Context: an optimization exercise on an open-source flow, tuned for small area and a short achievable clock period. The choices shown serve that exercise and are no tape-out recipe.
Power and IR drop assume default switching activity.

==> flow/design.v <==
`timescale 1ns/1ps
module Radix_2_div #(
parameter[3:0]	DSIZE	= 15,
parameter[3:0]	PSIZE	= 15
)(
	input				clock,
	input				rst,
	input [DSIZE-1:0]	divisor,
	input [DSIZE-1:0]	dividend,
	output[PSIZE-1:0]	quotient,
	output[3:0]			quoexp
);
localparam [15:0] FOLD = 16'b0010_0100_1001_0000;
function integer pend;	 
	input integer t;
	integer k;
	begin
		pend = 1;
		for (k = 2; k <= t; k = k + 1)
			pend = FOLD[k] ? 1 : pend + 1;
	end
endfunction
function [14:0] srt_step;
	input [14:0] z;
	input pos, neg;
	input [13:0] d;
	reg [14:0] dx, x, g, p;
	reg [15:0] G, P, Gn, Pn;	 
	integer i, l;
	begin
		dx = {1'b1, d};
		x = z ^ dx;
		for (i = 0; i < 15; i = i + 1) begin
			g[i] = z[i] & (pos ? ~dx[i] : neg & dx[i]);
			p[i] = pos ? ~x[i] : (neg ? x[i] : z[i]);
		end
		G = {g, pos};
		P = {p, 1'b0};
		for (l = 1; l < 16; l = l * 2) begin
			Gn = G; Pn = P;
			for (i = l; i < 16; i = i + 1) begin
				Gn[i] = G[i] | (P[i] & G[i-l]);
				Pn[i] = P[i] & P[i-l];
			end
			G = Gn; P = Pn;
		end
		srt_step = p ^ G[14:0];
	end
endfunction
reg	[14:0]	n1, d1;
always @(posedge clock) begin
	n1	<= dividend;
	d1	<= divisor;
end
wire [15:0]	y0 = {d1, 1'b0};
wire		s3 = ~|y0[15:8];
wire [15:0]	y1 = s3 ? {y0[7:0], 8'b0} : y0;
wire		s2 = ~|y1[15:12];
wire [15:0]	y2 = s2 ? {y1[11:0], 4'b0} : y1;
wire		s1 = ~|y2[15:14];
wire [15:0]	y3 = s1 ? {y2[13:0], 2'b0} : y2;
wire		s0 = ~y3[15];
wire [15:0]	y4 = s0 ? {y3[14:0], 1'b0} : y3;
reg	[14*15-1:0]	Zf;	 
reg	[14:0]		Pf, Nf;	 
reg	[14*14-1:0]	Df;	 
reg	[15*4-1:0]	Ef;	 
reg	[15*15-1:0]	Bf;	 
reg	[15*15-1:0]	Lf;	 
always @(posedge clock) begin
	Zf[0 +: 15]	<= n1;
	Pf[0]		<= n1[14];
	Nf[0]		<= 1'b0;
	Df[0 +: 14]	<= y4[14:1];
	Ef[0 +: 4]	<= {s3, s2, s1, s0};
end
genvar t;
generate
for (t = 1; t <= 14; t = t + 1) begin: STEP
	wire [14:0]	Z	= (t == 1) ? Zf[0 +: 15] : {Zf[(t-1)*15 +: 14], 1'b0};
	wire		pos	= Pf[t-1];
	wire		neg	= Nf[t-1];
	wire [14:0]	S	= srt_step(Z, pos, neg, Df[(t-1)*14 +: 14]);
	always @(posedge clock) begin
		Ef[t*4 +: 4]	<= Ef[(t-1)*4 +: 4];
		Pf[t]			<= ~S[14] &  S[13];
		Nf[t]			<=  S[14] & ~S[13];
	end
	if (t < 14) begin: KEEPZ
		always @(posedge clock) begin
			Zf[t*15 +: 14]	<= S[13:0];
			Df[t*14 +: 14]	<= Df[(t-1)*14 +: 14];
		end
	end else begin: LASTZ
	end
	if (t == 1) begin: QFIRST
		always @(posedge clock) begin
			Bf[15 +: 1]	<= pos | neg;
			Lf[15 +: 1]	<= neg;
		end
	end else if (FOLD[t]) begin: QFOLD
		localparam integer P = pend(t-1);
		wire [t-2:0]	Bp	= Bf[(t-1)*15 +: t-1];
		wire [P-1:0]	Lp	= Lf[(t-1)*15 +: P];
		wire [t-2:0]	Bn	= Bp - {Lp, 1'b0};
		always @(posedge clock) begin
			Bf[t*15 +: t]	<= {Bn, pos | neg};
			Lf[t*15 +: 1]	<= neg;
		end
	end else begin: QSHIFT
		localparam integer P = pend(t-1);
		always @(posedge clock) begin
			Bf[t*15 +: t]		<= {Bf[(t-1)*15 +: t-1], pos | neg};
			Lf[t*15 +: P+1]	<= {Lf[(t-1)*15 +: P], neg};
		end
	end
end
endgenerate
localparam integer PL = pend(14);
wire		pos0	= Pf[14];
wire		neg0	= Nf[14];
wire [14:0]	Qfin	= {Bf[14*15 +: 14], pos0 | neg0} - {Lf[14*15 +: PL], neg0, 1'b0};
reg	[4:0]	cnt;
always @(posedge clock, posedge rst) begin
	if (rst)			cnt	<= 5'd0;
	else if (!cnt[4])	cnt	<= cnt + 5'd1;
end
reg	[14:0]	Qu;
reg	[3:0]	exp;
always @(posedge clock, posedge rst) begin
	if (rst) begin
		Qu	<= 15'd0;
		exp	<= 4'd0;
	end else begin
		Qu	<= cnt[4] ? Qfin : 15'd0;
		exp	<= cnt[4] ? Ef[14*4 +: 4] : 4'd0;
	end
end
assign	quotient	= Qu;
assign	quoexp		= exp;
endmodule
export LEC_CHECK = 0
export CAP_MARGIN = 20
export CORE_MARGIN = 2
export CORE_UTILIZATION = 40
export SLEW_MARGIN = 20
create_clock -name core_clock -period 4.0 [get_ports {clock}]
run.sh (not shown) runs the stock make flow with config.mk's settings and CLKGATE_MAP_FILE= SYNTH_SCRIPT=/design/flow/synth_recipe.tcl, a recipe that flattens the netlist after the stock synthesis.
Change:
--- a/flow/design.v
+++ b/flow/design.v
@@ -19,35 +19,8 @@
 		for (k = 2; k <= t; k = k + 1)
 			pend = FOLD[k] ? 1 : pend + 1;
 	end
 endfunction
-function [14:0] srt_step;
-	input [14:0] z;
-	input pos, neg;
-	input [13:0] d;
-	reg [14:0] dx, x, g, p;
-	reg [15:0] G, P, Gn, Pn;	 
-	integer i, l;
-	begin
-		dx = {1'b1, d};
-		x = z ^ dx;
-		for (i = 0; i < 15; i = i + 1) begin
-			g[i] = z[i] & (pos ? ~dx[i] : neg & dx[i]);
-			p[i] = pos ? ~x[i] : (neg ? x[i] : z[i]);
-		end
-		G = {g, pos};
-		P = {p, 1'b0};
-		for (l = 1; l < 16; l = l * 2) begin
-			Gn = G; Pn = P;
-			for (i = l; i < 16; i = i + 1) begin
-				Gn[i] = G[i] | (P[i] & G[i-l]);
-				Pn[i] = P[i] & P[i-l];
-			end
-			G = Gn; P = Pn;
-		end
-		srt_step = p ^ G[14:0];
-	end
-endfunction
 reg	[14:0]	n1, d1;
 always @(posedge clock) begin
 	n1	<= dividend;
 	d1	<= divisor;
@@ -61,38 +34,37 @@
 wire [15:0]	y3 = s1 ? {y2[13:0], 2'b0} : y2;
 wire		s0 = ~y3[15];
 wire [15:0]	y4 = s0 ? {y3[14:0], 1'b0} : y3;
 reg	[14*15-1:0]	Zf;	 
-reg	[14:0]		Pf, Nf;	 
 reg	[14*14-1:0]	Df;	 
 reg	[15*4-1:0]	Ef;	 
 reg	[15*15-1:0]	Bf;	 
 reg	[15*15-1:0]	Lf;	 
+reg	[1:0]		Ztop;	 
 always @(posedge clock) begin
 	Zf[0 +: 15]	<= n1;
-	Pf[0]		<= n1[14];
-	Nf[0]		<= 1'b0;
 	Df[0 +: 14]	<= y4[14:1];
 	Ef[0 +: 4]	<= {s3, s2, s1, s0};
 end
 genvar t;
 generate
 for (t = 1; t <= 14; t = t + 1) begin: STEP
-	wire [14:0]	Z	= (t == 1) ? Zf[0 +: 15] : {Zf[(t-1)*15 +: 14], 1'b0};
-	wire		pos	= Pf[t-1];
-	wire		neg	= Nf[t-1];
-	wire [14:0]	S	= srt_step(Z, pos, neg, Df[(t-1)*14 +: 14]);
+	wire [15:0]	Z	= (t == 1) ? {1'b0, Zf[0 +: 15]} : {Zf[(t-1)*15 +: 15], 1'b0};
+	wire		pos	= ~Z[15] &  Z[14];
+	wire		neg	=  Z[15] & ~Z[14];
+	wire [14:0]	Dx	= {1'b1, Df[(t-1)*14 +: 14]};
+	wire [14:0]	op	= ({15{pos}} & ~Dx) | ({15{neg}} & Dx);
+	wire [14:0]	S	= Z[14:0] + op + {14'b0, pos};
 	always @(posedge clock) begin
 		Ef[t*4 +: 4]	<= Ef[(t-1)*4 +: 4];
-		Pf[t]			<= ~S[14] &  S[13];
-		Nf[t]			<=  S[14] & ~S[13];
 	end
 	if (t < 14) begin: KEEPZ
 		always @(posedge clock) begin
-			Zf[t*15 +: 14]	<= S[13:0];
+			Zf[t*15 +: 15]	<= S;
 			Df[t*14 +: 14]	<= Df[(t-1)*14 +: 14];
 		end
 	end else begin: LASTZ
+		always @(posedge clock) Ztop <= S[14:13];
 	end
 	if (t == 1) begin: QFIRST
 		always @(posedge clock) begin
 			Bf[15 +: 1]	<= pos | neg;
@@ -116,10 +88,10 @@
 	end
 end
 endgenerate
 localparam integer PL = pend(14);
-wire		pos0	= Pf[14];
-wire		neg0	= Nf[14];
+wire		pos0	= ~Ztop[1] &  Ztop[0];
+wire		neg0	=  Ztop[1] & ~Ztop[0];
 wire [14:0]	Qfin	= {Bf[14*15 +: 14], pos0 | neg0} - {Lf[14*15 +: PL], neg0, 1'b0};
 reg	[4:0]	cnt;
 always @(posedge clock, posedge rst) begin
 	if (rst)			cnt	<= 5'd0;
The new run completed with no timing, DRC or antenna violations.
Worst hold slack is worse by 0.011 ns.
Die area drops by about 24%.
Total power drops by about 10%.
Cell area drops by 23%.
Setup slack is better by 0.11 ns.
Non-clock buffer count drops by 55.
Via count drops by 40%.
Count of clock-buffer cells in the layout drops by 5.
Wire length drops by 33%.
Area after synthesis drops by about 25%.
Final cell count drops by about 34%.
No functional check of the RTL was part of any run of this note.

==> static timing again, ports no longer ideal <==
No port has a modelled driver above. Below, the same layouts with a new extraction and two added sets of constraints. Step 1, drivers: a clkbuf_16 drives clock and a buf_2 each remaining input, both assumed. Step 2, shift: input delay + t, output delay - t, t = (earliest + latest rising clock arrival at the registers) / 2. This alone moves slack from input paths to output paths. Three values: no drivers, after step 1, after step 2; two values: the first two.
| run | shift t [ns] | setup slack, ns | hold slack, ns | clock arrival spread, ns | cell pins on the clock port's net |
|---|---|---|---|---|---|
| the first run | 0.669 | 0.662 / 0.662 / 0.662 | 0.317 / 0.317 / 0.317 | 0.030 / 0.030 | 1 |
| the second run | 0.643 | 0.775 / 0.775 / 0.775 | 0.305 / 0.305 / 0.305 | 0.028 / 0.029 | 1 |
After both steps every run listed still meets setup and hold.
